This is an optimization exercise on Yosys and OpenROAD, whose aim is small area, a short achievable clock period and few clock cycles, not a production implementation.
At most, simulation tests tie the RTL to the original design; equivalence was not proved.
Only the layout flow was run in runs 1 to 6 and 8; the RTL was not checked for function there.
No run shown here takes its clock network from TritonCTS; it comes from the design's own scripts or RTL.
No driver is modelled on the clock port, so clock power and skew are understated where the tree is cut down; a real chip needs a root buffer or a tree.
Power is estimated from default activity; no workload was simulated.

<file path="design/flow/design.v">
`timescale 1ns/10ps
module ELA(clk, rst, in_data, data_rd, req, wen, addr, data_wr, done);
	input				clk;
	input				rst;
	input		[7:0]	in_data;
	input		[7:0]	data_rd;
	output				req;
	output	reg			wen;
	output	reg	[9:0]	addr;
	output	reg	[7:0]	data_wr;
	output	reg			done;
	reg			main, vld, nreq;
	assign req = ~nreq;
	reg			s0, s1, s2;
	reg	[4:0]	k;
	reg	[3:0]	j;
	reg	[7:0]	xr, v, yr, p, q;
	reg	[8:0]	dreg, bd;
	reg	[7:0]	sreg, bs;
	wire [7:0] yn = ~yr;
	wire [7:0] sp = xr ^ yr;	 
	wire [7:0] ep = xr ^ yn;	 
	reg [7:0] sg, sq, eg, eq;	 
	integer l, i, t;
	always @(*) begin
		sg = xr & yr;
		sq = sp;
		eg = xr & yn;
		eq = ep;
		for (l = 0; l < 3; l = l + 1)
			for (i = 0; i < 8; i = i + 1)
				if ((i >> l) & 1) begin
					t = ((i >> (l + 1)) << (l + 1)) + (1 << l) - 1;
					sg[i] = sg[i] | (sq[i] & sg[t]);
					sq[i] = sq[i] & sq[t];
					eg[i] = eg[i] | (eq[i] & eg[t]);
					eq[i] = eq[i] & eq[t];
				end
	end
	wire [8:0] sum = {sg[7], sp ^ {sg[6:0], 1'b0}};
	wire [8:0] e = {eg[7], ep ^ {eg[6:0], 1'b0}};
	wire [7:0] de = dreg[7:0];
	wire [10:0] cmp1 = {2'b00, de, 1'b1} + {~bd[8], ~bd, 1'b1};
	wire [10:0] cmp0 = {2'b00, ~de, 1'b1} + {~bd[8], ~bd, 1'b0};
	wire lt = dreg[8] ? cmp1[10] : cmp0[10];
	wire [8:0] dm1 = dreg[8] ? {1'b0, de} : {1'b0, ~de} - 9'd1;
	wire edge_col = (k == 5'd1) || (k == 5'd2);
	wire upd = s1 | (lt & ~edge_col & (s2 | s0));
	wire [4:0] k1 = k + 5'd1;
	always @(posedge clk) begin
		dreg <= e;
		sreg <= sum[8:1];
		if (upd) begin
			bd <= dm1;
			bs <= sreg;
		end
		if (s0) begin
			xr <= v;
			v <= xr;
		end else if (s1)
			xr <= data_rd;
		if (s0)
			yr <= data_wr;
		else if (s1)
			yr <= q;
		else
			yr <= p;
		if (s1) begin
			p <= yr;
			q <= p;
		end
		data_wr <= s1 ? bs : in_data;
		addr[4:0] <= s1 ? k - 5'd2 : k;
		addr[5] <= s1;
		if (!main)
			addr[9:6] <= 4'd0;
		else if (s2)
			addr[9:6] <= j + 4'd1;
		else if (s1 && k[4:1] == 4'd0)
			addr[9:6] <= j - 4'd1;
		else
			addr[9:6] <= j;
	end
	always @(posedge clk or posedge rst) begin
		if (rst) begin
			main <= 1'b0;
			vld <= 1'b0;
			s0 <= 1'b0;
			s1 <= 1'b0;
			s2 <= 1'b0;
			k <= 5'd0;
			j <= 4'd0;
			nreq <= 1'b0;
			wen <= 1'b0;
			done <= 1'b0;
		end else if (done) begin
			nreq <= 1'b1;
			wen <= 1'b0;
		end else if (!main) begin
			vld <= ~nreq;
			if (vld) k <= k1;
			wen <= vld;
			if (vld && k == 5'd31) begin
				main <= 1'b1;
				s2 <= 1'b1;
				nreq <= 1'b1;
			end
		end else begin
			s0 <= s2;
			s1 <= s0;
			s2 <= s1;
			nreq <= ~s0;
			if (s1) begin
				k <= k1;
				if (k == 5'd31) j <= j + 4'd1;
			end
			if (s2) begin
				wen <= (j != 4'd15);
				if (j == 4'd15 && k == 5'd2) begin
					done <= 1'b1;
					main <= 1'b0;
					wen <= 1'b0;
				end
			end else
				wen <= s1;
		end
	end
endmodule
</file>
<file path="design/flow/flow/run.sh">
#!/bin/bash
# Own layout flow: the standard ORFS flow (standard.sh), except that
# - the clock tree is built by flow/cts.tcl, a copy of ORFS's cts.tcl whose
#   TritonCTS call is replaced by one level of clock buffers fed by the clock
#   port (manual_clock_tree there);
# - flow/env.sh may set MAKEVARS, extra ORFS variables for the steps after
#   synthesis. Synthesis is the standard one, unchanged.
# Every tool's output goes to a log in this folder.
set -euo pipefail
W=$(pwd)
rm -rf "$W/scripts"
cp -r "$FLOW_HOME/scripts" "$W/scripts"
cp "$W/flow/cts.tcl" "$W/scripts/cts.tcl"
export SCRIPTS_DIR="$W/scripts"
export CLKTREE_NBUF=4
export CLKTREE_BUF=sky130_fd_sc_hd__clkbuf_16
MAKEVARS=()
if [ -f "$W/flow/env.sh" ]; then source "$W/flow/env.sh"; fi
bash standard.sh synth > "$W/flow_synth.log" 2>&1
for step in floorplan place cts finish; do
  bash standard.sh "${MAKEVARS[@]}" $step > "$W/flow_$step.log" 2>&1
done
test -s "$W/out/final.def"
</file>
<file path="design/flow/flow/cts.tcl">
utl::set_metrics_stage "cts__{}"
source $::env(SCRIPTS_DIR)/load.tcl
source $::env(SCRIPTS_DIR)/lec_check.tcl
erase_non_stage_variables cts
load_design 3_place.odb 3_place.sdc
source_step_tcl PRE CTS

# Clone clock tree inverters next to register loads
# so cts does not try to buffer the inverted clocks.
repair_clock_inverters

proc save_progress { stage } {
  puts "Run 'make gui_$stage.odb' to load progress snapshot"
  orfs_write_db $::env(RESULTS_DIR)/$stage.odb
  orfs_write_sdc $::env(RESULTS_DIR)/$stage.sdc
}

# Run CTS
set cts_args [list \
  -sink_clustering_enable \
  -repair_clock_nets]

append_env_var cts_args CTS_BUF_DISTANCE -distance_between_buffers 1
append_env_var cts_args CTS_CLUSTER_SIZE -sink_clustering_size 1
append_env_var cts_args CTS_CLUSTER_DIAMETER -sink_clustering_max_diameter 1
append_env_var cts_args CTS_BUF_LIST -buf_list 1
append_env_var cts_args CTS_LIB_NAME -library 1


if { [env_var_exists_and_non_empty CTS_ARGS] } {
  set cts_args $::env(CTS_ARGS)
}

set_dont_use $::env(DONT_USE_CELLS)

proc kmeans_groups { pts nb } {
  set xs [lsort -real [lmap p $pts {lindex $p 0}]]
  set ys [lsort -real [lmap p $pts {lindex $p 1}]]
  set x0 [lindex $xs 0]; set x1 [lindex $xs end]
  set y0 [lindex $ys 0]; set y1 [lindex $ys end]
  set cent {}
  set side [expr {int(ceil(sqrt($nb)))}]
  set rows [expr {int(ceil(double($nb) / $side))}]
  for {set i 0} {$i < $nb} {incr i} {
    set cx [expr {$i % $side}]; set cy [expr {$i / $side}]
    lappend cent [list [expr {$x0 + ($cx + 0.5) / $side * ($x1 - $x0)}] [expr {$y0 + ($cy + 0.5) / $rows * ($y1 - $y0)}]]
  }
  # balanced k-means: no group takes more than its share of the points
  set cap [expr {int(ceil(double([llength $pts]) / $nb))}]
  for {set iter 0} {$iter < 40} {incr iter} {
    set pairs {}
    set n 0
    foreach p $pts {
      for {set i 0} {$i < $nb} {incr i} {
        set c [lindex $cent $i]
        lappend pairs [list [expr {abs([lindex $p 0] - [lindex $c 0]) + abs([lindex $p 1] - [lindex $c 1])}] $n $i]
      }
      incr n
    }
    set grp [lrepeat $nb {}]
    set cnt [lrepeat $nb 0]
    set done [lrepeat [llength $pts] 0]
    foreach pr [lsort -real -index 0 $pairs] {
      lassign $pr d n i
      if {[lindex $done $n] || [lindex $cnt $i] >= $cap} { continue }
      lset done $n 1
      lset cnt $i [expr {[lindex $cnt $i] + 1}]
      lset grp $i [concat [lindex $grp $i] [list [lindex $pts $n]]]
    }
    set newc {}
    for {set i 0} {$i < $nb} {incr i} {
      set g [lindex $grp $i]
      if {[llength $g] == 0} { lappend newc [lindex $cent $i]; continue }
      set sx 0; set sy 0
      foreach p $g { set sx [expr {$sx + [lindex $p 0]}]; set sy [expr {$sy + [lindex $p 1]}] }
      lappend newc [list [expr {double($sx) / [llength $g]}] [expr {double($sy) / [llength $g]}]]
    }
    set cent $newc
  }
  return [list $grp $cent]
}

# Drive each group of iterms (points {x y iterm}) from a new buffer of
# master bufname placed at the group's centre, fed by net src; returns the
# buffers' input points.
proc buffer_groups { grp cent bufname src prefix } {
  set block [ord::get_db_block]
  set master [[ord::get_db] findMaster $bufname]
  set ins {}
  for {set i 0} {$i < [llength $grp]} {incr i} {
    set g [lindex $grp $i]
    if {[llength $g] == 0} { continue }
    set inst [odb::dbInst_create $block $master ${prefix}$i]
    set net [odb::dbNet_create $block clknet_${prefix}$i]
    $net setSigType CLOCK
    foreach p $g { set it [lindex $p 2]; $it disconnect; $it connect $net }
    set c [lindex $cent $i]
    set x [expr {int([lindex $c 0]) - [$master getWidth] / 2}]
    set y [expr {int([lindex $c 1]) - [$master getHeight] / 2}]
    $inst setLocation $x $y
    $inst setPlacementStatus PLACED
    [$inst findITerm A] connect $src
    [$inst findITerm X] connect $net
    lappend ins [list [lindex $c 0] [lindex $c 1] [$inst findITerm A]]
    puts "clock buffer ${prefix}$i ($bufname) drives [llength $g] pins"
  }
  return $ins
}

proc manual_clock_tree { } {
  set block [ord::get_db_block]
  set clknet [[$block findBTerm clk] getNet]
  set pts {}
  foreach it [$clknet getITerms] {
    set b [[$it getInst] getBBox]
    lappend pts [list [expr {([$b xMin] + [$b xMax]) / 2.0}] [expr {([$b yMin] + [$b yMax]) / 2.0}] $it]
  }
  if {[info exists ::env(CLKTREE_LEAF)] && $::env(CLKTREE_LEAF) ne ""} {
    lassign [kmeans_groups $pts $::env(CLKTREE_NLEAF)] grp cent
    set pts [buffer_groups $grp $cent $::env(CLKTREE_LEAF) $clknet clkleaf_]
  }
  lassign [kmeans_groups $pts $::env(CLKTREE_NBUF)] grp cent
  buffer_groups $grp $cent $::env(CLKTREE_BUF) $clknet clkroot_
  set_propagated_clock [all_clocks]
}
manual_clock_tree

utl::push_metrics_stage "cts__{}__pre_repair_timing"
log_cmd estimate_parasitics -placement
if { $::env(DETAILED_METRICS) } {
  report_metrics 4 "cts pre-repair-timing"
}
utl::pop_metrics_stage

set_placement_padding -global \
  -left $::env(CELL_PAD_IN_SITES_DETAIL_PLACEMENT) \
  -right $::env(CELL_PAD_IN_SITES_DETAIL_PLACEMENT)

set result [catch { detailed_placement } msg]
if { $result != 0 } {
  save_progress 4_1_error
  error "Detailed placement failed in CTS: $msg"
}

log_cmd estimate_parasitics -placement

if { $::env(CTS_SNAPSHOTS) } {
  save_progress 4_1_pre_repair_hold_setup
}

if { !$::env(SKIP_CTS_REPAIR_TIMING) } {
  if { $::env(EQUIVALENCE_CHECK) } {
    write_eqy_verilog 4_before_rsz.v
  }
  if { $::env(LEC_CHECK) } {
    write_lec_verilog 4_before_rsz_lec.v
  }

  repair_timing_helper

  if { $::env(EQUIVALENCE_CHECK) } {
    run_equivalence_test
  }
  if { $::env(LEC_CHECK) } {
    write_lec_verilog 4_after_rsz_lec.v
    run_lec_test 4_rsz 4_before_rsz_lec.v 4_after_rsz_lec.v
  }

  set result [catch { detailed_placement } msg]
  if { $result != 0 } {
    save_progress 4_1_error
    error "Detailed placement failed in CTS: $msg"
  }

  check_placement -verbose
}

report_metrics 4 "cts final"

source_step_tcl POST CTS

orfs_write_db $::env(RESULTS_DIR)/4_1_cts.odb
orfs_write_sdc $::env(RESULTS_DIR)/4_cts.sdc
</file>
<file path="design/flow/flow/env.sh">
export BUFFER_PORTS_ARGS="-buffer_cell sky130_fd_sc_hd__buf_2"
</file>
<file path="design/flow/standard.sh">
#!/bin/bash
# synth_recipe.tcl (not shown) runs the flow's synth.tcl, then flattens the netlist and writes it again
# the make line also repeats each setting of config.mk as NAME=value (left out here)
make -C /OpenROAD-flow-scripts/flow DESIGN_CONFIG=/design/flow/config.mk WORK_HOME=/design/flow/orfs CLKGATE_MAP_FILE= SYNTH_SCRIPT=/design/flow/synth_recipe.tcl "${@:-finish}"
</file>
<file path="design/flow/config.mk">
export PLATFORM = sky130hd
export DESIGN_NAME = ELA
export DESIGN_NICKNAME = ELA
export VERILOG_FILES = /design/flow/design.v
export SDC_FILE = /design/flow/constraint.sdc
export NUM_CORES = 8
export LEC_CHECK = 0
export CAP_MARGIN = 20
export CORE_MARGIN = 2
export CORE_UTILIZATION = 40
export SETUP_SLACK_MARGIN = 3.2
export SLEW_MARGIN = 20
</file>
<file path="design/flow/constraint.sdc">
create_clock -name core_clock -period 5.0 [get_ports {clk}]
set_input_delay 1.0000 -clock core_clock [delete_from_list [all_inputs] [get_ports {clk}]]
set_output_delay 1.0000 -clock core_clock [all_outputs]
set_load 0.01 [all_outputs]
</file>
==> results.tsv, run 1 <==
metric	value	unit
tightest_slew	656	ps
worstPathMaxFanout	13	
rrSetupSlack	3040	ps
yosysTopAreaCellShare	0.305	
ff2ff_path_depth	7	
synth_mux_area_frac	0.0652	
wl_per_cell	14.2	um
synth_compound_area_frac	0.0704	
cts.clk_slew.worst_paths	100	ps
initial_core_util	0.406	
grt_overflow	0	
grt_pass1_wl	13800	um
period_share	0.391	
final_cell_mix	edfxtp_1, inv_1, buf_2	
ant_nets	0	
cpPeakStageDelay	390	ps
arrival	1840	ps
endpoint_kind	register	
die_w	114	um
min_from	sreg[2]	
synth-async-reset-ratio	0.156	
synth_top_area_cell	edfxtp_1	
period_needed	1960	ps
drive_above_1_share	0.284	
dr.pass1.iters	4	
relSlewSlack	0.562	
cellPowerDensity	290	nW/um2
io_pins	39	
grt_max_degree	37	
grt_pass1_vias	2855	
synth_top_family_by_area	adder cells	
syn_avg_cell_area	12.4	um2
path_class	reg2reg	
cp_slowest_cell	edfxtp_1	
drv_slew	0	
die_y	114	um
max-vdd-ir-drop	0.196	mV
synthAdderAreaFrac	0.124	
rows	40	
nNetsFinal	500	
gp_congestion	0.797	
synth_nets	451	
diodes	0	
fin_util	0.469	
numPortBuffers	38	
yosysWarnings	1	
synth_edf_count	49	
drcViolationCount	0	
finalPower	0.00162	W
hold_viol	0	
num-fill-cells	1054	
synth_top_flop_cell	edfxtp_1	
syn_area	4820	um2
timing.rr.start	bd[6]	
synth_simple_gate_area_frac	0.0803	
synth_seq_cells	109	
clock_skew	11.0	ps
worstSkewPairLatency	170	ps
startpoint_type	register	
dpl_worst_slack	2790	ps
synth_xor_xnor_area_share	0.0455	
status	complete, no violations	
timing.rr.end	bs[0]	
worst_slack	3040	ps
fin_area	5570	um2
core	11900	um2
fin_setup_tns	0	ps
min_path_cells	0	
cts_hold_buffers	0	
final_common_cell	edfxtp_1	
rsz0062_at_grt	yes	
critPathRequiredTime	4880	ps
netlist_instances	389	
cp_cell_sequence	inv_2 > ha_4 > a21o_1 > a211o_1 > nor4_1 > a311o_2 > buf_12	
vias	2819	
netlist_top_cells_area	edfxtp_1, dfxtp_1, ha_1, dfrtp_1, mux2_2	
die_area	12900	um2
hold_class	reg2reg	
finalSetupViolCount	0	
fmax	511	MHz
p_leak	2.32	nW
grt.total_usage	0.128	
viasPerCell	4.84	
yosys.cell_types.count	46	
syn_to_final_growth	15.6	%
drt-initial-drc-count	116	
holdPathEnd	bs[2]	
wirelength	8290	um
hpwlAfterDp	5860	um
postPlaceCellArea	5190	um2
cap_violations	0	
yosysSeqAreaShare	0.572	
antenna_found_initial	0	
==> through the flow <==
| stage | instances | hold WS, ps |
|---|---|---|
| 2_1_floorplan | 389 | 386 |
| 3_3_place_gp | 566 | 387 |
| 3_5_place_dp | 566 | 390 |
| 4_1_cts | 580 | 414 |
| 5_1_grt | 583 | 417 |
| 6_report | 583 | 412 |
==> state kept, by name (all words and copies together) (netlist names), 4 cells and up <==
| name | count |
|---|---|
| bd | 9 |
| p | 8 |
| bs | 8 |
| xr | 8 |
| v | 8 |
| dreg | 9 |
| yr | 8 |
| j | 4 |
| sreg | 8 |
| addr | 10 |
| data_wr | 8 |
| k | 5 |
| q | 8 |
==> worst max-delay path, delay by kind of cell, from the launching register on <==
family                     cells  cell delay, ps
AOI/OAI and AO/OA              3             630
buffers and inverters          2             240
and+or+nand+nor                1             180
DFF                            1             390
adders and majority gates      1             220
==> worst max path at each step <==
stage                from    end  slack, ps  cells after the start
detailed placement   k[0]  bs[4]       2790                      6
floorplan           bd[6]  bd[0]       3110                      6
finish              bd[6]  bs[0]       3040                      7
global placement     k[1]  bs[4]       2890                      6
CTS                 bd[6]  bs[0]       3060                      7
global route        bd[6]  bd[4]       3010                      7
==> Yosys cell counts, drive strengths merged, types with 3 or more instances <==
cell	n
nor2	22
ha	38
xor2	4
and3	3
o21bai	3
a31oi	5
mux2	19
nor4	4
a211oi	3
nand2	20
edfxtp	49
a21oi	15
nor3	4
nor2b	7
fa	6
a21o	3
dfrtp	17
xnor2	21
buf	3
inv	44
mux2i	10
dfxtp	43
o21ai	14
clkbuf	7
==> metal layers <==
metal,wire [um],up-vias,track usage
met1,3810,1347,0.169
met3,171,11,0.00797
met5,0,-,0
li1,-,1431,-
met4,157,0,0.0220
met2,4140,30,0.236
==> cell families after synthesis <==
logic type / after synthesis
XOR/XNOR: 25
buffers and inverters: 54
adder cells (fa/ha/maj): 44
multiplexers: 29
AND/OR/NAND/NOR: 75
AO/OA/AOI/OAI: 53
flip-flops: 109
==> power by group <==
part	internal [W]	switching, W	leakage, nW
sequential	0.000994	0.0000286	1.03
clock	0.000148	0.000216	0.0493
combinational	0.000109	0.000119	1.24
total	0.00125	0.000364	2.32
==> timing repair <==
item                       CTS  global route
resized for setup           22            23
setup endpoints to repair   26            30
setup buffers               10             3
pin swaps                    5            12
==> cell type report <==
cell class                      instances  area, um2  share of cell area
Sequential cell                       109       2770               0.498
Timing Repair Buffer                   53        319              0.0573
Tap cell                              147        184              0.0330
Inverter                               44        165              0.0297
Multi-Input combinational cell        226       2030               0.364
Buffer                                  4        100              0.0180
==> inputs of run 2 (changes only) <==
--- a/design/flow/design.v
+++ b/design/flow/design.v
@@ -44,8 +44,8 @@
 	wire [10:0] cmp0 = {2'b00, ~de, 1'b1} + {~bd[8], ~bd, 1'b0};
 	wire lt = dreg[8] ? cmp1[10] : cmp0[10];
 	wire [8:0] dm1 = dreg[8] ? {1'b0, de} : {1'b0, ~de} - 9'd1;
-	wire edge_col = (k == 5'd1) || (k == 5'd2);
-	wire upd = s1 | (lt & ~edge_col & (s2 | s0));
+	reg cen;
+	wire upd = s1 | (lt & cen);
 	wire [4:0] k1 = k + 5'd1;
 	always @(posedge clk) begin
 		dreg <= e;
@@ -69,6 +69,7 @@
 			p <= yr;
 			q <= p;
 		end
+		cen <= s1 ? (k[4:1] != 4'd0) : s2 ? (k != 5'd1 && k != 5'd2) : 1'b0;
 		data_wr <= s1 ? bs : in_data;
 		addr[4:0] <= s1 ? k - 5'd2 : k;
 		addr[5] <= s1;
--- a/design/flow/config.mk
+++ b/design/flow/config.mk
@@ -8,5 +8,5 @@
 export CAP_MARGIN = 20
 export CORE_MARGIN = 2
 export CORE_UTILIZATION = 40
-export SETUP_SLACK_MARGIN = 3.2
+export SETUP_SLACK_MARGIN = 2.7
 export SLEW_MARGIN = 20
==> run 2 against run 1 <==
Compared with the run above:
- still clean on timing, DRC and antenna
- cell count fell by 1.7%
- via count up 1.2%
- hold slack gained 1.4 ps
- setup slack worse by 300 ps
- critical path depth unchanged
- fmax decreased by 13%
- core utilization shrank 1.9 points
- power down 0.18%
- wire length grew 3.5%
- final area shrank 3.3%
- die area grew 1.5%
- global-route usage is 0.38 points higher
- critical endpoint is now bd[8]
- largest cell class unchanged
==> results.tsv, run 2 <==
metric	value	unit
status	complete, no violations	
vias	2854	
fmax	444	MHz
p_leak	2.32	nW
max-vdd-ir-drop	0.172	mV
timing.rr.end	bd[8]	
netlist_top_cells_area	edfxtp_1, dfxtp_1, ha_1, dfrtp_1, mux2_2	
hpwlAfterDp	6050	um
synth_top_flop_cell	edfxtp_1	
path_class	reg2reg	
syn_area	4890	um2
yosys.cell_types.count	52	
multi_input_area	1910	um2
final_cell_mix	edfxtp_1, inv_1, dfxtp_1	
final_common_cell	edfxtp_1	
cp_cell_sequence	inv_1 > ha_1 > a21o_1 > a2111oi_0 > o221ai_1 > o21ai_4 > buf_12	
synth_compound_area_frac	0.0763	
rrSetupSlack	2750	ps
fin_setup_tns	0	ps
netlist_instances	391	
io_pins	39	
ant_nets	0	
whs	413	ps
synth_edf_count	49	
nNetsFinal	490	
synth_top_area_cell	edfxtp_1	
cap_violations	0	
largest_register_ff_count	10	
viasPerCell	4.98	
wl_per_cell	15.0	um
grt.total_usage	0.132	
grt_overflow	0	
min_path_cells	0	
drv_slew	0	
numPortBuffers	38	
synth-async-reset-ratio	0.155	
hold_class	reg2reg	
worstPathMaxFanout	9	
die_y	115	um
wirelength	8570	um
period_share	0.451	
period_needed	2250	ps
endpoint_kind	register	
drt-initial-drc-count	139	
area.sequential	2780	um2
die_w	115	um
drive_above_1_share	0.178	
antenna_found_initial	0	
critPathRequiredTime	4890	ps
synthAdderAreaFrac	0.122	
synth_top_family_by_area	adder cells	
cts.clk_slew.worst_paths	110	ps
synth_seq_cells	110	
yosysSeqAreaShare	0.568	
yosysTopAreaCellShare	0.301	
worstSkewPairLatency	170	ps
rows	40	
synth_simple_gate_area_frac	0.0780	
diodes	0	
hold_viol	0	
holdPathEnd	bs[3]	
dr.pass1.iters	6	
timing.rr.start	dreg[6]	
syn_to_final_growth	10.1	%
core	12000	um2
cellPowerDensity	300	nW/um2
top_regs	addr: 10 flops, bd: 9 flops, dreg: 9 flops	
clock_skew	6.56	ps
tightest_slew	664	ps
rsz0062_at_grt	no	
drcViolationCount	0	
cp_slowest_cell	a2111oi_0	
synth_nets	453	
grt_pass1_wl	14100	um
fin_util	0.450	
cts_hold_buffers	0	
grt_max_degree	47	
ff2ff_path_depth	7	
synth.most_common_cell	edfxtp_1	
regMostFlops	addr	
min_from	sreg[3]	
grt_pass1_vias	2834	
relSlewSlack	0.557	
startpoint_type	register	
synth_xor_xnor_area_share	0.0430	
syn_avg_cell_area	12.5	um2
yosysWarnings	1	
cpPeakStageDelay	450	ps
die_area	13100	um2
synth_commonest_cells	edfxtp_1, inv_1, dfxtp_1, ha_1, nor2_1	
synth_mux_area_frac	0.0683	
initial_core_util	0.409	
finalSetupViolCount	0	
num-fill-cells	1071	
gp_congestion	0.858	
arrival	2150	ps
[run 2: cell families (layout without fill, tap and decap cells)]
kind of cell,after synthesis,after routing
DFF,110,110
and+or+nand+nor,74,74
buffers and inverters,56,91
AOI/OAI and AO/OA,52,52
adders and majority gates,44,44
muxes,31,31
xor gates and xnor gates,24,24
[run 2: metal layers]
layer,part of all wire,global-route usage
met1,0.50,0.191
met2,0.47,0.223
met3,0.024,0.00794
met4,0.016,0.0187
met5,0,0
[run 2: worst max path at each step]
stage / startpoint / to / slack, ps / depth (start not counted)
final: dreg[6] / bd[8] / 2750 / 7
after detailed placement: dreg[2] / bs[5] / 2630 / 6
after global routing: dreg[6] / bs[1] / 2720 / 7
after CTS: dreg[6] / bs[2] / 2710 / 5
after global placement: dreg[2] / bs[3] / 2670 / 6
after floorplan: dreg[6] / bd[0] / 2870 / 5
[run 2: final cells by class]
type                       instances  area share
sequential                       110       0.516
tap                              147      0.0342
inverter                          45      0.0314
multi-input combinational        225       0.354
buffer                             4      0.0186
timing repair buffer              42      0.0456
[run 2: what timing repair did]
item	in CTS	in global routing
pin swaps	0	1
resized for setup	1	0
setup endpoints to repair	17	17
buffers inserted	0	2
[run 2: stage by stage]
step           worst slack, ps  total power [W]  area, um2  instances
4_1_cts                   2710          0.00161       5340        571
5_1_grt                   2720          0.00169       5380        573
3_3_place_gp              2670          0.00123       5240        567
2_1_floorplan             2870          0.00117       4890        391
6_report                  2750          0.00161       5380        573
3_5_place_dp              2630          0.00123       5240        567
[run 2: worst max-delay path, delay by kind of cell (launching register included)]
kind / cells / cell delay, ps
flops: 1 / 390
compound gates: 4 / 1010
fa+ha+maj: 1 / 330
buf+inv: 2 / 260
[run 2: power breakdown]
| group | switching [W] | leakage [nW] | total (W) | internal, W |
|---|---|---|---|---|
| Combinational | 0.000114 | 1.22 | 0.000209 | 0.0000948 |
| Sequential | 0.0000259 | 1.04 | 0.00103 | 0.00100 |
| Clock | 0.000227 | 0.0493 | 0.000375 | 0.000148 |
| Total | 0.000367 | 2.32 | 0.00161 | 0.00125 |
==> inputs of run 3 (changes only) <==
--- a/design/flow/config.mk
+++ b/design/flow/config.mk
@@ -8,5 +8,5 @@
 export CAP_MARGIN = 20
 export CORE_MARGIN = 2
 export CORE_UTILIZATION = 40
-export SETUP_SLACK_MARGIN = 2.7
+export SETUP_SLACK_MARGIN = 2.8
 export SLEW_MARGIN = 20
==> run 3 against run 2 <==
Compared with the run above:
- critical path type unchanged
- largest power group unchanged
- die area is the same
- setup slack gained 120 ps
- via count shrank 0.28%
- wire length grew 0.96%
- critical endpoint is now bd[0]
- combinational power grew 9%
- sequential share of layout area shrank 0.39 points
- power grew 1.2%
- hold slack is essentially flat
- core utilization grew 0.35 points
- register-to-register slack gained 120 ps
==> results.tsv, run 3 <==
metric	value	unit
status	complete, no violations	
die_area	13100	um2
yosysTopAreaCellShare	0.301	
worstPathMaxFanout	9	
clock_skew	6.19	ps
cts.clk_slew.worst_paths	110	ps
hold_viol	0	
cap_violations	0	
relSlewSlack	0.557	
grt_overflow	0	
num-fill-cells	1062	
endpoint_kind	register	
syn_to_final_growth	10.9	%
synth_xor_xnor_area_share	0.0430	
antenna_found_initial	0	
die_y	115	um
numPortBuffers	38	
rsz0062_at_grt	no	
tightest_slew	664	ps
wl_per_cell	15.1	um
synth_mux_area_frac	0.0683	
yosysWarnings	1	
dr.pass1.iters	4	
hpwlAfterDp	6050	um
syn_area	4890	um2
drcViolationCount	0	
vias	2846	
viasPerCell	4.96	
dp_cells	567	
worstSkewPairLatency	170	ps
rrSetupSlack	2870	ps
critPathRequiredTime	4940	ps
synth_seq_cells	110	
diodes	0	
synth_compound_area_frac	0.0763	
netlist_top_cells_area	edfxtp_1, dfxtp_1, ha_1, dfrtp_1, mux2_2	
regMostFlops	addr	
final_cell_mix	edfxtp_1, inv_1, dfxtp_1	
syn_avg_cell_area	12.5	um2
drt-initial-drc-count	135	
path_class	reg2reg	
die_w	115	um
drive_above_1_share	0.190	
area.sequential	2780	um2
startpoint_type	register	
grt_pass1_wl	14300	um
max-vdd-ir-drop	0.172	mV
netlist_instances	391	
synth_top_flop_cell	edfxtp_1	
drv_slew	0	
synthAdderAreaFrac	0.122	
gp_congestion	0.858	
io_pins	39	
fin_setup_tns	0	ps
wirelength	8660	um
synth_top_area_cell	edfxtp_1	
grt.total_usage	0.133	
ant_nets	0	
fmax	470	MHz
period_needed	2130	ps
synth_nets	453	
nNetsFinal	491	
synth_simple_gate_area_frac	0.0780	
grt_max_degree	47	
synth_edf_count	49	
yosysSeqAreaShare	0.568	
finalSetupViolCount	0	
multi_input_area	1940	um2
arrival	2070	ps
synth.most_common_cell	edfxtp_1	
cellPowerDensity	301	nW/um2
p_leak	2.32	nW
synth-async-reset-ratio	0.155	
synth_top_family_by_area	adder cells	
core	12000	um2
period_share	0.426	
rows	40	
initial_core_util	0.409	
top_regs	addr: 10 flops, bd: 9 flops, dreg: 9 flops	
largest_register_ff_count	10	
synth_commonest_cells	edfxtp_1, inv_1, dfxtp_1, ha_1, nor2_1	
yosys.cell_types.count	52	
stdcell_count	574	
grt_pass1_vias	2858	
hold_class	reg2reg	
min_from	sreg[3]	
final_common_cell	edfxtp_1	
worstSetupStartpoint	dreg[7]	
timing.rr.start	dreg[7]	
[run 3: cell counts after synthesis]
Identical to the previous run, type by type.
[run 3: cell families after synthesis]
logic type,after synthesis
AO/OA/AOI/OAI,52
XOR/XNOR,24
adder cells (fa/ha/maj),44
buffers and inverters,56
flip-flops,110
multiplexers,31
AND/OR/NAND/NOR,74
[run 3: cell type report]
| class | instances | area share |
|---|---|---|
| Sequential cell | 110 | 0.512 |
| Multi-Input combinational cell | 225 | 0.358 |
| Buffer | 4 | 0.0185 |
| Inverter | 45 | 0.0311 |
| Timing Repair Buffer | 43 | 0.0466 |
| Tap cell | 147 | 0.0339 |
[run 3: path summary, 6_finish.rpt]
kind,endpoint,depth (start not counted)
worst max-delay path,bd[0],7
worst min-delay path,bs[3],0
worst max register to register,bd[0],7
worst min register to register,bs[3],0
max in group asynchronous,s1,2
min in group asynchronous,done,2
[run 3: timing repair]
item,CTS,global route
buffers inserted,2,1
pin swaps,2,0
hold buffers,0,0
setup endpoints to repair,17,18
gates resized for setup,2,5
[run 3: metal layers]
metal,share of wire,global-route usage
met3,0.028,0.00794
met1,0.49,0.191
met5,0,0
met4,0.014,0.0163
met2,0.47,0.230
[run 3: critical path: stages, from the launching register on]
cell,delay (ps)
dfxtp_1,350
inv_1,80
ha_2,400
nand3_1,110
or4_1,490
o221ai_2,200
o21ai_4,120
buf_12,160
[run 3: stage by stage]
stage               cell area (um2)  hold WS [ps]  total power, W  worst slack [ps]   util
finish                         5420           413         0.00163              2870  0.453
CTS                            5380           418         0.00163              2830  0.450
floorplan                      4890           386         0.00117              2870      -
global route                   5420           417         0.00170              2800  0.453
global placement               5240           386         0.00123              2670  0.438
detailed placement             5240           391         0.00123              2630  0.438
[run 3: power breakdown]
| group | internal (W) | total [W] | leakage (nW) | switching [W] |
|---|---|---|---|---|
| Combinational | 0.000102 | 0.000227 | 1.23 | 0.000125 |
| Sequential | 0.00100 | 0.00103 | 1.04 | 0.0000261 |
| Clock | 0.000148 | 0.000376 | 0.0493 | 0.000227 |
==> inputs of run 4 (changes only) <==
--- a/design/flow/design.v
+++ b/design/flow/design.v
@@ -39,16 +39,15 @@
 	end
 	wire [8:0] sum = {sg[7], sp ^ {sg[6:0], 1'b0}};
 	wire [8:0] e = {eg[7], ep ^ {eg[6:0], 1'b0}};
-	wire [7:0] de = dreg[7:0];
-	wire [10:0] cmp1 = {2'b00, de, 1'b1} + {~bd[8], ~bd, 1'b1};
-	wire [10:0] cmp0 = {2'b00, ~de, 1'b1} + {~bd[8], ~bd, 1'b0};
-	wire lt = dreg[8] ? cmp1[10] : cmp0[10];
-	wire [8:0] dm1 = dreg[8] ? {1'b0, de} : {1'b0, ~de} - 9'd1;
+	wire [7:0] m = e[8] ? e[7:0] : ~e[7:0];
+	wire [10:0] cmp = {2'b00, dreg[7:0], 1'b1} + {~bd[8], ~bd, dreg[8]};
+	wire lt = cmp[10];
+	wire [8:0] dm1 = dreg[8] ? {1'b0, dreg[7:0]} : {1'b0, dreg[7:0]} - 9'd1;
 	reg cen;
 	wire upd = s1 | (lt & cen);
 	wire [4:0] k1 = k + 5'd1;
 	always @(posedge clk) begin
-		dreg <= e;
+		dreg <= {e[8], m};
 		sreg <= sum[8:1];
 		if (upd) begin
 			bd <= dm1;
--- a/design/flow/config.mk
+++ b/design/flow/config.mk
@@ -8,5 +8,5 @@
 export CAP_MARGIN = 20
 export CORE_MARGIN = 2
 export CORE_UTILIZATION = 40
-export SETUP_SLACK_MARGIN = 2.8
+export SETUP_SLACK_MARGIN = 2.9
 export SLEW_MARGIN = 20
==> run 4 against run 3 <==
Compared with the run above:
- cell count decreased by 3.8%
- still clean
- via count decreased by 3.0%
- wire length decreased by 8.0%
- sequential power increased by 4%
- final area decreased by 2.4%
- critical path depth decreased by 2
- synthesized area decreased by 2.5%
- hold slack got worse by 0.79 ps
- clock power decreased by 2%
- core utilization increased by 0.63 points
==> results.tsv, run 4 <==
metric	value	unit
netlist_top_cells_area	edfxtp_1, dfxtp_1, dfrtp_1, ha_1, mux2_2	
vias	2760	
synth_commonest_cells	edfxtp_1, dfxtp_1, ha_1, inv_1, xnor2_1	
wl_per_cell	14.4	um
die_y	113	um
drt-initial-drc-count	88	
fin_area	5300	um2
final_common_cell	edfxtp_1	
cts.clk_slew.worst_paths	100	ps
viasPerCell	5.00	
relSlewSlack	0.515	
dr.pass1.iters	15	
largest_register_ff_count	10	
worst_slack	2920	ps
netlist_instances	375	
cpPeakStageDelay	510	ps
finalPower	0.00168	W
cp_cell_sequence	ha_1 > or3b_2 > a211oi_4 > a211o_1 > a31o_4	
hold_class	reg2reg	
die_area	12800	um2
worstPathMaxFanout	9	
initial_core_util	0.414	
dpl_worst_slack	2750	ps
synth_edf_count	49	
yosysTopAreaCellShare	0.309	
drv_slew	0	
syn_to_final_growth	11.0	%
antenna_found_initial	0	
hpwlAfterDp	5570	um
p_leak	2.24	nW
yosysSeqAreaShare	0.583	
die_w	113	um
finalSetupViolCount	0	
tightest_slew	728	ps
arrival	1950	ps
core	11500	um2
worstSkewPairLatency	170	ps
regMostFlops	addr	
fin_setup_tns	0	ps
clock_skew	14.0	ps
cellPowerDensity	318	nW/um2
synth_nets	431	
cp_slowest_cell	or3b_2	
period_share	0.415	
gp_congestion	0.773	
path_class	reg2reg	
synth.most_common_cell	edfxtp_1	
diodes	0	
drive_above_1_share	0.210	
grt_overflow	0	
status	complete, no violations	
synth_top_area_cell	edfxtp_1	
synth-async-reset-ratio	0.155	
cap_violations	0	
synth_seq_cells	110	
critical-path-top-delay-family	compound AO/OA/AOI/OAI gates	
yosys.cell_types.count	51	
grt_max_degree	36	
startpoint_type	register	
endpoint_kind	register	
fmax	482	MHz
grt_pass1_vias	2812	
nNetsFinal	467	
critPathRequiredTime	4870	ps
postPlaceCellArea	5100	um2
rsz0062_at_grt	yes	
syn_area	4770	um2
ant_nets	0	
period_needed	2080	ps
grt.total_usage	0.125	
syn_avg_cell_area	12.7	um2
synth_top_flop_cell	edfxtp_1	
yosysWarnings	1	
grt_pass1_wl	13500	um
hold_viol	0	
wirelength	7970	um
io_pins	39	
critPathBufInv	0	
max-vdd-ir-drop	0.182	mV
top_regs	addr: 10 flops, bd: 9 flops, dreg: 9 flops	
numPortBuffers	38	
final_cell_mix	edfxtp_1, dfxtp_1, buf_2	
drcViolationCount	0	
num-fill-cells	1059	
rows	39	
## run 4: cell types whose count changed after synthesis, moves of 3 or more
cell,change
a31oi_1,-4
buf_2,-4
clkbuf_1,+4
ha_1,-6
inv_1,-13
xnor2_1,+5
xor2_1,+3
## run 4: worst paths after layout
check	from	cells past startpoint	to	slack, ps
worst min register to register	sreg[3]	0	bs[3]	410
min in group asynchronous	rst	2	k[3]	920
max in group asynchronous	rst	2	s1	3600
worst max-delay path	dreg[7]	5	bs[5]	2920
worst min-delay path	sreg[3]	0	bs[3]	410
worst max register to register	dreg[7]	5	bs[5]	2920
## run 4: stage by stage
step                       util  hold WS [ps]  cells
after global routing      0.460           421    552
after CTS                 0.455           417    549
after global placement    0.443           386    544
after floorplan               -           386    375
after detailed placement  0.443           393    544
final                     0.460           412    552
## run 4: layout make-up
| class | count | area, um2 | share of cell area |
|---|---|---|---|
| well taps | 143 | 179 | 0.0338 |
| plain buffers | 4 | 100 | 0.0189 |
| inverters | 32 | 120 | 0.0227 |
| multi-input cells | 220 | 1880 | 0.356 |
| repair buffers | 43 | 231 | 0.0437 |
| flip-flops and latches | 110 | 2780 | 0.525 |
## run 4: cell families after synthesis
group | count (synthesis) | synth area share
flip-flops | 110 | 0.583
XOR/XNOR | 32 | 0.0588
adder cells (fa/ha/maj) | 38 | 0.109
AO/OA/AOI/OAI | 49 | 0.0664
multiplexers | 31 | 0.0701
AND/OR/NAND/NOR | 69 | 0.0753
buffers and inverters | 46 | 0.0378
## run 4: routing by layer
metal,vias up,part of all wire,wire length [um],global-route usage
met3,12,0.035,275,0.00964
met2,37,0.48,3850,0.223
met4,0,0.021,169,0.0228
met5,-,0,0,0
met1,1352,0.46,3680,0.171
li1,1359,-,-,-
## run 4: timing repair
action / 4_1_cts / 5_1_grt
hold buffers: 0 / 0
gates cloned: 0 / 1
setup endpoints to repair: 25 / 26
pin swaps: 3 / 2
buffers inserted: 1 / 2
gates resized for setup: 9 / 6
endpoints found under the hold margin: 0 / 0
## run 4: where the power goes
group	total (W)	switching (W)	internal, W
registers	0.00107	0.0000320	0.00103
clock network	0.000368	0.000220	0.000148
logic	0.000248	0.000139	0.000109
## run 4: worst register-to-register path: stages (launching register included)
cell and delay [ps]:
dfxtp_1 340, ha_1 200, or3b_2 510, a211oi_4 290, a211o_1 230, a31o_4 210
==> inputs of run 5 (changes only) <==
--- a/design/flow/config.mk
+++ b/design/flow/config.mk
@@ -8,5 +8,5 @@
 export CAP_MARGIN = 20
 export CORE_MARGIN = 2
 export CORE_UTILIZATION = 40
-export SETUP_SLACK_MARGIN = 2.9
+export SETUP_SLACK_MARGIN = 3.0
 export SLEW_MARGIN = 20
==> run 5 against run 4 <==
Compared with the run above:
- clock power fell by 4%
- combinational power rose by 4%
- still clean on timing, DRC and antenna
- final area grew 0.73%
- global-route usage decreased by 0.27 points
- first-iteration DRC count up 11%
- synthesized cell count did not move
- sequential cell count unchanged
- wire length is 3.1% lower
==> results.tsv, run 5 <==
metric	value	unit
status	complete, no violations	
die_area	12800	um2
num-fill-cells	1066	
cp_cell_sequence	ha_2 > fa_2 > a21o_1 > a21o_1 > fa_2 > xor2_1 > xnor2_1	
die_w	113	um
grt.total_usage	0.123	
netlist_top_cells_area	edfxtp_1, dfxtp_1, dfrtp_1, ha_1, mux2_2	
syn_avg_cell_area	12.7	um2
grt_pass1_wl	13300	um
yosysSeqAreaShare	0.583	
nNetsFinal	470	
pwr-share-seq	0.634	
switching_share	0.227	
core	11500	um2
switching_power	0.000381	W
endpoint_kind	register	
vias	2743	
wl_per_cell	13.9	um
rsz0062_at_grt	yes	
drcViolationCount	0	
rows	39	
yosysWarnings	1	
io_pins	39	
synth_seq_cells	110	
numPortBuffers	38	
cp_slowest_cell	edfxtp_1	
hold_class	reg2reg	
ant_nets	0	
met1Wirelength	3710	um
synth_nets	431	
initial_core_util	0.414	
path_class	reg2reg	
synth_top_flop_cell	edfxtp_1	
synth_commonest_cells	edfxtp_1, dfxtp_1, ha_1, inv_1, xnor2_1	
fin_setup_tns	0	ps
yosysTopAreaCellShare	0.309	
worstPathMaxFanout	3	
largest_register_ff_count	10	
hpwlAfterDp	5530	um
comb_power_share	0.155	
clock_power_share	0.211	
gp_congestion	0.758	
antenna_found_initial	0	
viasPerCell	4.94	
final_common_cell	edfxtp_1	
finalSetupViolCount	0	
top_regs	addr: 10 flops, bd: 9 flops, dreg: 9 flops	
synth_edf_count	49	
netlist_instances	375	
syn_to_final_growth	11.9	%
synth-async-reset-ratio	0.155	
maxUsedRoutingLayer	met4	
synth.most_common_cell	edfxtp_1	
diodes	0	
max-vdd-ir-drop	0.164	mV
critPathRequiredTime	5050	ps
wl_met2	3730	um
cpPeakStageDelay	400	ps
period_share	0.410	
met3_length	209	um
relSlewSlack	0.559	
arrival	2100	ps
p_int	0.00130	W
startpoint_type	register	
drive_above_1_share	0.221	
dr.pass1.iters	15	
final_cell_mix	edfxtp_1, dfxtp_1, buf_2	
fmax	487	MHz
grt_max_degree	31	
whs	412	ps
tightest_slew	661	ps
cellPowerDensity	315	nW/um2
synth_top_area_cell	edfxtp_1	
die_y	113	um
yosys.cell_types.count	51	
period_needed	2050	ps
drv_slew	0	
p_leak	2.25	nW
drt-initial-drc-count	98	
cap_violations	0	
grt_pass1_vias	2717	
worstSkewPairLatency	160	ps
grt_overflow	0	
cts.clk_slew.worst_paths	100	ps
wirelength	7720	um
clock_skew	6.86	ps
hold_viol	0	
regMostFlops	addr	
syn_area	4770	um2
run 5: final timing paths:
kind,depth (start not counted),end,slack [ps],startpoint
worst min register to register,0,bs[5],410,sreg[5]
worst max-delay path,7,dreg[5],2950,xr[0]
max in group asynchronous,2,s1,3590,rst
min in group asynchronous,2,done,910,rst
worst max register to register,7,dreg[5],2950,xr[0]
worst min-delay path,0,bs[5],410,sreg[5]
run 5: critical path, delay by kind of cell (launching register included):
family                     cells  cell delay, ps
xor gates and xnor gates       2             300
AOI/OAI and AO/OA              2             350
DFF                            1             400
adders and majority gates      3             880
run 5: power groups by stage:
stage	logic, W	registers (W)	clock network (W)
2_1_floorplan	0.000154	0.00108	0
3_3_place_gp	0.000202	0.00109	0
3_5_place_dp	0.000205	0.00109	0
4_1_cts	0.000261	0.00107	0.000375
5_1_grt	0.000291	0.00107	0.000405
6_report	0.000259	0.00106	0.000355
run 5: area by class of cell:
cell class                      instances  area [um2]  share of cell area
Sequential cell                       110        2780               0.522
Multi-Input combinational cell        221        1900               0.357
Timing Repair Buffer                   45         246              0.0462
Tap cell                              143         179              0.0335
Inverter                               32         120              0.0225
Buffer                                  4         100              0.0188
run 5: cell families after synthesis:
kind of cell	Yosys count	synth area share
muxes	31	0.0701
AOI/OAI and AO/OA	49	0.0664
adders and majority gates	38	0.109
and+or+nand+nor	69	0.0753
DFF	110	0.583
buffers and inverters	46	0.0378
xor gates and xnor gates	32	0.0588
run 5: repair_timing:
action / in CTS / in global routing
endpoints found under the setup margin: 26 / 30
cloned: 2 / 0
gates resized for setup: 7 / 8
pin swaps: 7 / 4
hold buffers: 0 / 0
setup buffers: 3 / 2
hold endpoints to repair: 0 / 0
run 5: per-layer routing:
metal / up-vias / track usage
li1: 1369 / -
met1: 1332 / 0.177
met2: 34 / 0.214
met3: 8 / 0.00964
met4: 0 / 0.00813
met5: - / 0
run 5: metrics by stage:
stage          total power, W  instance area (um2)  utilization  cells  worst slack, ps
2_1_floorplan         0.00123                 4780            -    375             2980
3_3_place_gp          0.00129                 5110        0.444    544             2910
3_5_place_dp          0.00129                 5110        0.444    544             2840
4_1_cts               0.00170                 5290        0.459    553             2920
5_1_grt               0.00177                 5330        0.463    555             2880
6_report              0.00168                 5330        0.463    555             2950
==> inputs of run 6 (changes only) <==
--- a/design/flow/config.mk
+++ b/design/flow/config.mk
@@ -8,5 +8,5 @@
 export CAP_MARGIN = 20
 export CORE_MARGIN = 2
 export CORE_UTILIZATION = 40
-export SETUP_SLACK_MARGIN = 3.0
+export SETUP_SLACK_MARGIN = 3.1
 export SLEW_MARGIN = 20
==> run 6 against run 5 <==
Compared with the run above:
- still clean
- sequential power about the same
- setup slack lost 11 ps
- core utilization increased by 1.2 points
==> results.tsv, run 6 <==
metric	value	unit
antenna_found_initial	0	
endpoint_kind	register	
critPathRequiredTime	5060	ps
synth_nets	431	
wl_per_cell	14.4	um
grt_max_degree	29	
fmax	485	MHz
synth_seq_cells	110	
viasPerCell	4.82	
finalPower	0.00183	W
yosys.cell_types.count	51	
synth_edf_count	49	
drt-initial-drc-count	102	
tightest_slew	673	ps
die_area	12800	um2
syn_area	4770	um2
dr.pass1.iters	4	
finalSetupViolCount	0	
hpwlAfterDp	5490	um
period_share	0.413	
drcViolationCount	0	
max-vdd-ir-drop	0.190	mV
drv_slew	0	
p_leak	2.30	nW
postPlaceCellArea	5120	um2
final_common_cell	edfxtp_1	
netlist_top_cells_area	edfxtp_1, dfxtp_1, dfrtp_1, ha_1, mux2_2	
cap_violations	0	
hold_viol	0	
io_pins	39	
num-fill-cells	1036	
cellPowerDensity	335	nW/um2
status	complete, no violations	
grt_pass1_wl	13400	um
diodes	0	
startpoint_type	register	
synth-async-reset-ratio	0.155	
rows	39	
cts.clk_slew.worst_paths	100	ps
grt_overflow	0	
top_regs	addr: 10 flops, bd: 9 flops, dreg: 9 flops	
relSlewSlack	0.551	
die_y	113	um
syn_avg_cell_area	12.7	um2
yosysSeqAreaShare	0.583	
worstSkewPairLatency	170	ps
drive_above_1_share	0.251	
yosysTopAreaCellShare	0.309	
synth_top_area_cell	edfxtp_1	
numPortBuffers	38	
gp_congestion	0.714	
vias	2690	
period_needed	2060	ps
grt.total_usage	0.125	
ant_nets	0	
synth_top_flop_cell	edfxtp_1	
netlist_instances	375	
syn_to_final_growth	14.7	%
grt_pass1_vias	2812	
path_class	reg2reg	
fin_setup_tns	0	ps
largest_register_ff_count	10	
hold_class	reg2reg	
regMostFlops	addr	
die_w	113	um
whs	412	ps
wirelength	8010	um
nNetsFinal	473	
yosysWarnings	1	
fin_area	5470	um2
clock_skew	14.5	ps
synth_commonest_cells	edfxtp_1, dfxtp_1, ha_1, inv_1, xnor2_1	
worstPathMaxFanout	2	
initial_core_util	0.414	
synth.most_common_cell	edfxtp_1	
core	11500	um2
rsz0062_at_grt	yes	
arrival	2120	ps
final_cell_mix	edfxtp_1, dfxtp_1, buf_2	
## run 6: worst max-delay path: stages (launching register included)
cell and delay [ps]:
edfxtp_1 410, ha_2 190, fa_2 350, a21o_1 170
a21o_1 180, fa_2 330, xor2_1 170, xnor2_1 140
## run 6: worst paths after layout
check | startpoint | slack, ps | endpoint | depth (start not counted)
min | sreg[6] | 410 | bs[6] | 0
max in group asynchronous | rst | 3600 | s1 | 2
min reg2reg | sreg[6] | 410 | bs[6] | 0
max | xr[0] | 2940 | dreg[5] | 7
min in group asynchronous | rst | 910 | wen | 2
max reg2reg | xr[0] | 2940 | dreg[5] | 7
## run 6: cells by family after synthesis
logic type	Yosys count	synth area share
simple gates	69	0.0753
flops	110	0.583
mux	31	0.0701
compound gates	49	0.0664
xor+xnor	32	0.0588
fa+ha+maj	38	0.109
buf+inv	46	0.0378
## run 6: per-stage QoR
step | setup slack, ps | instances | utilization
2_1_floorplan | 2980 | 375 | -
4_1_cts | 2920 | 557 | 0.468
3_5_place_dp | 2850 | 544 | 0.444
6_report | 2940 | 558 | 0.475
5_1_grt | 2850 | 558 | 0.475
3_3_place_gp | 2920 | 544 | 0.444
## run 6: where the power goes
part / total [W] / switching (W) / internal, W / leakage, nW
registers: 0.00107 / 0.0000320 / 0.00103 / 1.05
clock network: 0.000368 / 0.000220 / 0.000148 / 0.0493
logic: 0.000396 / 0.000167 / 0.000229 / 1.20
## run 6: what timing repair did
action	4_1_cts	5_1_grt
pin swaps	5	4
setup endpoints to repair	28	36
hold buffers	0	0
setup buffers	8	1
gates resized for setup	10	15
cloned	1	0
## run 6: layout make-up
class                           instances  area [um2]  share of cell area
Sequential cell                       110        2790               0.510
Buffer                                  4         100              0.0183
Timing Repair Buffer                   50         354              0.0648
Multi-Input combinational cell        219        1930               0.353
Inverter                               32         120              0.0220
Tap cell                              143         179              0.0327
## run 6: routing by layer
metal / global-route usage / up-vias / share of wire / routed length [um]
met4: 0.00894 / 0 / 0.0097 / 78
met2: 0.228 / 22 / 0.49 / 3930
met5: 0 / - / 0 / 0
li1: - / 1363 / - / -
met3: 0.00911 / 5 / 0.024 / 192
met1: 0.172 / 1300 / 0.48 / 3810
==> inputs of run 7 (changes only) <==
--- a/design/flow/design.v
+++ b/design/flow/design.v
@@ -43,8 +43,8 @@
 	wire [10:0] cmp = {2'b00, dreg[7:0], 1'b1} + {~bd[8], ~bd, dreg[8]};
 	wire lt = cmp[10];
 	wire [8:0] dm1 = dreg[8] ? {1'b0, dreg[7:0]} : {1'b0, dreg[7:0]} - 9'd1;
-	reg cen;
-	wire upd = s1 | (lt & cen);
+	wire edge_col = (k == 5'd1) || (k == 5'd2);
+	wire upd = s1 | (lt & ~edge_col & (s2 | s0));
 	wire [4:0] k1 = k + 5'd1;
 	always @(posedge clk) begin
 		dreg <= {e[8], m};
@@ -68,7 +68,6 @@
 			p <= yr;
 			q <= p;
 		end
-		cen <= s1 ? (k[4:1] != 4'd0) : s2 ? (k != 5'd1 && k != 5'd2) : 1'b0;
 		data_wr <= s1 ? bs : in_data;
 		addr[4:0] <= s1 ? k - 5'd2 : k;
 		addr[5] <= s1;
==> design/flow/flow/env.sh (replaced) <==
export BUFFER_PORTS_ARGS="-buffer_cell sky130_fd_sc_hd__buf_2"; MAKEVARS=(RECOVER_POWER=50)
--- a/design/flow/config.mk
+++ b/design/flow/config.mk
@@ -8,5 +8,5 @@
 export CAP_MARGIN = 20
 export CORE_MARGIN = 2
 export CORE_UTILIZATION = 40
-export SETUP_SLACK_MARGIN = 3.1
+export SETUP_SLACK_MARGIN = 3.0
 export SLEW_MARGIN = 20
==> run 7 against run 6 <==
Compared with the run above:
- register-to-register slack lost 710 ps
- sequential cell count shrank 1
- the layout now fails its checks (capacitance limit, slew limit)
- critical path type unchanged
- critical endpoint is now xr[1]
- first-iteration DRC count is the same
- largest cell class unchanged
- hold slack gained 0.53 ps
- combinational power shrank 53%
- fmax shrank 26%
- clock power shrank 2%
- die area shrank 1.2%
==> results.tsv, run 7 <==
metric	value	unit
synth_top_flop_cell	edfxtp_1	
synth.most_common_cell	edfxtp_1	
wl_per_cell	13.7	um
fin_setup_tns	0	ps
timing.rr.end	xr[1]	
netlist_top_cells_area	edfxtp_1, dfxtp_1, dfrtp_1, ha_1, mux2_2	
numPortBuffers	38	
core	11500	um2
die_y	113	um
drive_above_1_share	0.216	
critPathBufInv	1	
dr.pass1.iters	5	
synth_edf_count	49	
num-fill-cells	1023	
fmax	360	MHz
synth_nets	428	
clock_skew	6.42	ps
synth_top_area_cell	edfxtp_1	
cpPeakStageDelay	1160	ps
synth-async-reset-ratio	0.156	
cap_violations	2	
switching_power	0.000341	W
ff2ff_path_depth	2	
syn_avg_cell_area	12.7	um2
check-failures	capacitance limit, slew limit	
grt_pass1_wl	12900	um
fin_area	5290	um2
hold_class	reg2reg	
hold_viol	0	
min_from	sreg[2]	
switching_share	0.216	
final_cell_mix	edfxtp_1, dfxtp_1, buf_2	
arrival	2630	ps
grt_max_degree	37	
netlist_instances	372	
clock_power_share	0.228	
cp_slowest_cell	clkbuf_1	
nNetsFinal	470	
worstPathMaxFanout	27	
gp_congestion	0.752	
path_class	reg2reg	
stdcell_count	555	
grt.total_usage	0.120	
critPathRequiredTime	4860	ps
status	finished with violations	
rrSetupSlack	2220	ps
viasPerCell	4.74	
fin_util	0.462	
rsz0062_at_grt	yes	
period_share	0.555	
yosysTopAreaCellShare	0.312	
synth_commonest_cells	edfxtp_1, dfxtp_1, inv_1, ha_1, xnor2_1	
max-vdd-ir-drop	0.244	mV
die_w	113	um
p_int	0.00124	W
yosysSeqAreaShare	0.585	
syn_to_final_growth	12.4	%
worstSkewPairLatency	160	ps
p_leak	2.24	nW
cts_hold_buffers	0	
drv_slew	64	
cellPowerDensity	299	nW/um2
grt_pass1_vias	2677	
io_pins	39	
min_path_cells	0	
cp_cell_sequence	clkbuf_1 > or2_2	
vias	2629	
relSlewSlack	-0.124	
postPlaceCellArea	5050	um2
critical-path-top-delay-family	buffers and inverters	
antenna_found_initial	0	
pwr-share-seq	0.653	
largest_register_ff_count	10	
tightest_slew	1690	ps
synth_seq_cells	109	
initial_core_util	0.411	
comb_power_share	0.119	
top_regs	addr: 10 flops, bd: 9 flops, dreg: 9 flops	
timing.rr.start	s1	
syn_area	4710	um2
dp_cells	541	
ant_nets	0	
finalSetupViolCount	0	
regMostFlops	addr	
endpoint_kind	register	
startpoint_type	register	
grt_overflow	0	
cts.clk_slew.worst_paths	100	ps
drcViolationCount	0	
wirelength	7620	um
rows	39	
hpwlAfterDp	5440	um
holdPathEnd	bs[2]	
yosys.cell_types.count	44	
final_common_cell	edfxtp_1	
drt-initial-drc-count	102	
yosysWarnings	1	
die_area	12700	um2
diodes	0	
period_needed	2780	ps
==> run 7: logic make-up (layout without fill, tap and decap cells) <==
logic type	Yosys count	in the layout	synth area share
simple gates	61	61	0.0627
compound gates	51	51	0.0704
fa+ha+maj	38	38	0.110
xor+xnor	33	33	0.0614
mux	30	30	0.0688
flops	109	109	0.585
buf+inv	50	90	0.0409
==> run 7: worst register-to-register path: stages, from the launching register on <==
cell	delay (ps)
dfrtp_1	850
clkbuf_1	1160
or2_2	460
==> run 7: area by class of cell <==
class	count	area, um2	area share
multi-input combinational	213	1820	0.345
inverter	36	135	0.0255
sequential	109	2760	0.521
tap	143	179	0.0338
timing repair buffer	50	298	0.0563
buffer	4	100	0.0189
==> run 7: worst max path at each step <==
stage | from | end | cells after the start
5_1_grt | s1 | xr[2] | 2
6_report | s1 | xr[1] | 2
3_5_place_dp | dreg[0] | bs[7] | 6
3_3_place_gp | k[0] | bs[4] | 5
2_1_floorplan | xr[0] | dreg[4] | 6
4_1_cts | xr[0] | dreg[0] | 8
==> run 7: through the flow <==
step	setup WS (ps)	power, W	hold slack (ps)
global placement	2770	0.00121	389
floorplan	2960	0.00116	386
CTS	2880	0.00160	412
finish	2220	0.00158	412
detailed placement	2710	0.00122	390
global route	1990	0.00166	419
==> run 7: what timing repair did <==
| action | in CTS | in global routing |
|---|---|---|
| pin swaps | 9 | 5 |
| buffers inserted | 6 | 4 |
| hold endpoints to repair | 0 | 0 |
| gates resized for setup | 8 | 3 |
| endpoints found under the setup margin | 26 | 14 |
==> run 7: layer usage <==
layer | routed length (um) | up-vias | global-route usage
met5 | 0 | - | 0
met4 | 86 | 0 | 0.0122
met3 | 224 | 6 | 0.0124
met2 | 3630 | 32 | 0.218
met1 | 3680 | 1247 | 0.161
li1 | - | 1344 | -
==> run 7: power groups by stage <==
| stage | Combinational, W | Sequential [W] | Clock, W |
|---|---|---|---|
| 6_report | 0.000188 | 0.00103 | 0.000361 |
| 5_1_grt | 0.000214 | 0.00104 | 0.000402 |
| 4_1_cts | 0.000191 | 0.00104 | 0.000376 |
| 3_5_place_dp | 0.000161 | 0.00106 | 0 |
| 3_3_place_gp | 0.000156 | 0.00106 | 0 |
| 2_1_floorplan | 0.000119 | 0.00105 | 0 |
Testbench counts of run 7, summed over its fixed seeds: cycles 47,392.
==> inputs of run 8 (changes only) <==
--- a/design/flow/design.v
+++ b/design/flow/design.v
@@ -9,9 +9,10 @@
 	output	reg	[9:0]	addr;
 	output	reg	[7:0]	data_wr;
 	output	reg			done;
-	reg			main, vld, nreq;
+	reg			nreq;
 	assign req = ~nreq;
 	reg			s0, s1, s2;
+	wire		main = s0 | s1 | s2;
 	reg	[4:0]	k;
 	reg	[3:0]	j;
 	reg	[7:0]	xr, v, yr, p, q;
@@ -82,12 +83,10 @@
 	end
 	always @(posedge clk or posedge rst) begin
 		if (rst) begin
-			main <= 1'b0;
-			vld <= 1'b0;
 			s0 <= 1'b0;
 			s1 <= 1'b0;
 			s2 <= 1'b0;
-			k <= 5'd0;
+			k <= 5'd31;
 			j <= 4'd0;
 			nreq <= 1'b0;
 			wen <= 1'b0;
@@ -96,11 +95,9 @@
 			nreq <= 1'b1;
 			wen <= 1'b0;
 		end else if (!main) begin
-			vld <= ~nreq;
-			if (vld) k <= k1;
-			wen <= vld;
-			if (vld && k == 5'd31) begin
-				main <= 1'b1;
+			k <= k1;
+			wen <= 1'b1;
+			if (wen && k == 5'd31) begin
 				s2 <= 1'b1;
 				nreq <= 1'b1;
 			end
@@ -117,7 +114,7 @@
 				wen <= (j != 4'd15);
 				if (j == 4'd15 && k == 5'd2) begin
 					done <= 1'b1;
-					main <= 1'b0;
+					s0 <= 1'b0;
 					wen <= 1'b0;
 				end
 			end else
==> design/flow/flow/env.sh (replaced) <==
export BUFFER_PORTS_ARGS="-buffer_cell sky130_fd_sc_hd__buf_2"
==> run 8 against run 7 <==
Compared with the run above:
- now clean on timing, DRC and antenna
- via count grew 3.2%
- clock skew grew 3.4 ps
- sequential share of layout area decreased by 1.3 points
- first-iteration DRC count is 14% higher
- hold slack about the same
- core utilization increased by 0.72 points
- setup slack better by 500 ps
- critical path type unchanged
- critical endpoint is now bs[2]
- highest routed layer unchanged
==> results.tsv, run 8 <==
metric	value	unit
max-vdd-ir-drop	0.233	mV
grt.total_usage	0.125	
synth_edf_count	49	
clock_skew	9.85	ps
netlist_top_cells_area	edfxtp_1, dfxtp_1, ha_1, dfrtp_1, mux2_2	
yosys.cell_types.count	52	
hold_class	reg2reg	
worstSkewPairLatency	160	ps
diodes	0	
synth_xor_xnor_area_share	0.0582	
synth_compound_area_frac	0.0783	
grt_overflow	0	
period_share	0.455	
rsz0062_at_grt	yes	
gp_congestion	0.749	
cp_slowest_cell	dfstp_2	
die_area	12500	um2
hpwlAfterDp	5140	um
finalSetupViolCount	0	
finalPower	0.00160	W
p_leak	2.28	nW
synth.most_common_cell	edfxtp_1	
num-fill-cells	1063	
cpPeakStageDelay	550	ps
whs	412	ps
critPathBufInv	2	
yosysTopAreaCellShare	0.315	
die_w	112	um
multi_input_area	1920	um2
yosysWarnings	1	
synth_simple_gate_area_frac	0.0651	
ant_nets	0	
rows	39	
stdcell_count	551	
synth_mux_area_frac	0.0694	
core	11400	um2
grt_pass1_wl	13300	um
status	complete, no violations	
synth_commonest_cells	edfxtp_1, dfxtp_1, ha_1, inv_1, xnor2_1	
drive_above_1_share	0.265	
largest_register_ff_count	10	
relSlewSlack	0.582	
hold_viol	0	
vias	2712	
synth_top_area_cell	edfxtp_1	
cts.clk_slew.worst_paths	100	ps
fin_setup_tns	0	ps
grt_pass1_vias	2728	
synth_top_family_by_area	adder cells	
fmax	439	MHz
startpoint_type	register	
initial_core_util	0.409	
tightest_slew	626	ps
critPathRequiredTime	4880	ps
drv_slew	0	
path_class	reg2reg	
arrival	2160	ps
netlist_instances	362	
antenna_found_initial	0	
area.sequential	2720	um2
grt_max_degree	39	
synth_seq_cells	107	
cap_violations	0	
wirelength	7930	um
io_pins	39	
dr.pass1.iters	4	
regMostFlops	addr	
synth-async-reset-ratio	0.140	
drcViolationCount	0	
synth_top_flop_cell	edfxtp_1	
nNetsFinal	466	
cts_hold_buffers	0	
wl_per_cell	14.4	um
synth_nets	418	
yosysSeqAreaShare	0.582	
drt-initial-drc-count	116	
syn_to_final_growth	14.7	%
dp_cells	532	
critical-path-top-delay-family	compound AO/OA/AOI/OAI gates	
die_y	112	um
cp_cell_sequence	inv_2 > ha_4 > or2_4 > a2111o_1 > a211oi_4 > buf_6 > a211o_4	
syn_avg_cell_area	12.9	um2
syn_area	4670	um2
final_common_cell	edfxtp_1	
viasPerCell	4.92	
top_regs	addr: 10 flops, bd: 9 flops, dreg: 9 flops	
worstPathMaxFanout	5	
numPortBuffers	38	
synthAdderAreaFrac	0.112	
cellPowerDensity	298	nW/um2
period_needed	2280	ps
endpoint_kind	register	
final_cell_mix	edfxtp_1, dfxtp_1, buf_2	
[run 8: changes by cell type after synthesis, moves of 3 or more]
cell     before  now
nor2_1       14   11
nand3_1       1    4
dfstp_2       0    5
nor4_1        3    0
inv_1        35   32
nand2_1      21   17
a21oi_1      16    9
dfrtp_1      17   10
[run 8: final timing paths]
check	start	slack, ps	to	depth (start not counted)
max in group asynchronous	rst	3640	s1	2
setup / recovery	k[0]	2720	bs[2]	7
hold reg to reg	sreg[4]	410	bs[4]	0
setup reg to reg	k[0]	2720	bs[2]	7
min in group asynchronous	rst	890	s2	2
hold / removal	sreg[4]	410	bs[4]	0
[run 8: area by class of cell]
| type | count | area share |
|---|---|---|
| Buffer | 4 | 0.0187 |
| Tap cell | 143 | 0.0334 |
| Multi-Input combinational cell | 213 | 0.359 |
| Inverter | 32 | 0.0224 |
| Timing Repair Buffer | 52 | 0.0582 |
| Sequential cell | 107 | 0.508 |
[run 8: layer usage]
| metal | wire [um] | global-route usage | share of wire | vias up |
|---|---|---|---|---|
| met5 | 0 | 0 | 0 | - |
| met4 | 115 | 0.0171 | 0.014 | 0 |
| met3 | 195 | 0.00594 | 0.025 | 8 |
| met2 | 3810 | 0.214 | 0.48 | 33 |
| met1 | 3820 | 0.183 | 0.48 | 1311 |
| li1 | - | - | - | 1360 |
[run 8: logic make-up after synthesis]
kind of cell / Yosys count
DFF: 107
xor gates and xnor gates: 31
and+or+nand+nor: 57
muxes: 30
adders and majority gates: 38
buffers and inverters: 44
AOI/OAI and AO/OA: 55
[run 8: metrics by stage]
stage	worst slack, ps	util	instance area [um2]
after CTS	2760	0.460	5250
final	2720	0.469	5350
after floorplan	2870	-	4710
after global routing	2670	0.469	5350
after global placement	2600	0.441	5040
after detailed placement	2550	0.441	5040
[run 8: what timing repair did]
action                     4_1_cts  5_1_grt
gates cloned                     2        0
setup endpoints to repair       36       29
resized for setup                6       12
pin swaps                        7        9
setup buffers                    7        6
[run 8: power breakdown]
part	switching [W]	leakage, nW	internal, W	total [W]
registers	0.0000358	1.06	0.000994	0.00103
clock network	0.000210	0.0493	0.000148	0.000358
logic	0.000104	1.17	0.000106	0.000210

static timing again, ports no longer ideal:
In the flow no input, the clock included, has a driving cell. The finished layouts below were timed again as built, in two steps.
Step 1 assumes that a clkbuf_16 drives the clock port and a buf_2 every other input.
Step 2 times the ports against the registers' clock, not the clock port: input delays grow and output delays shrink by t, the midpoint of the rising clock arrivals with the driver on.
Slacks: ideal ports / drivers / drivers and shift; pairs: ideal ports / drivers.
run | t (ns) | setup slack, ns | hold WS [ns] | worst slew at a driven data input, ns
run 1 | 0.243 | 3.044 / 3.044 / 3.044 | 0.412 / 0.412 / 0.412 | 0.03
run 2 | 0.246 | 2.746 / 2.747 / 2.747 | 0.413 / 0.413 / 0.413 | 0.03
run 3 | 0.246 | 2.871 / 2.871 / 2.871 | 0.413 / 0.413 / 0.413 | 0.03
run 4 | 0.245 | 2.923 / 2.923 / 2.923 | 0.412 / 0.412 / 0.412 | 0.03
run 5 | 0.236 | 2.948 / 2.948 / 2.948 | 0.412 / 0.413 / 0.413 | 0.04
run 6 | 0.243 | 2.937 / 2.937 / 2.937 | 0.412 / 0.412 / 0.412 | 0.03
run 7 | 0.244 | 2.224 / 2.224 / 2.224 | 0.412 / 0.412 / 0.412 | 0.03
run 8 | 0.237 | 2.723 / 2.723 / 2.723 | 0.412 / 0.412 / 0.412 | 0.03
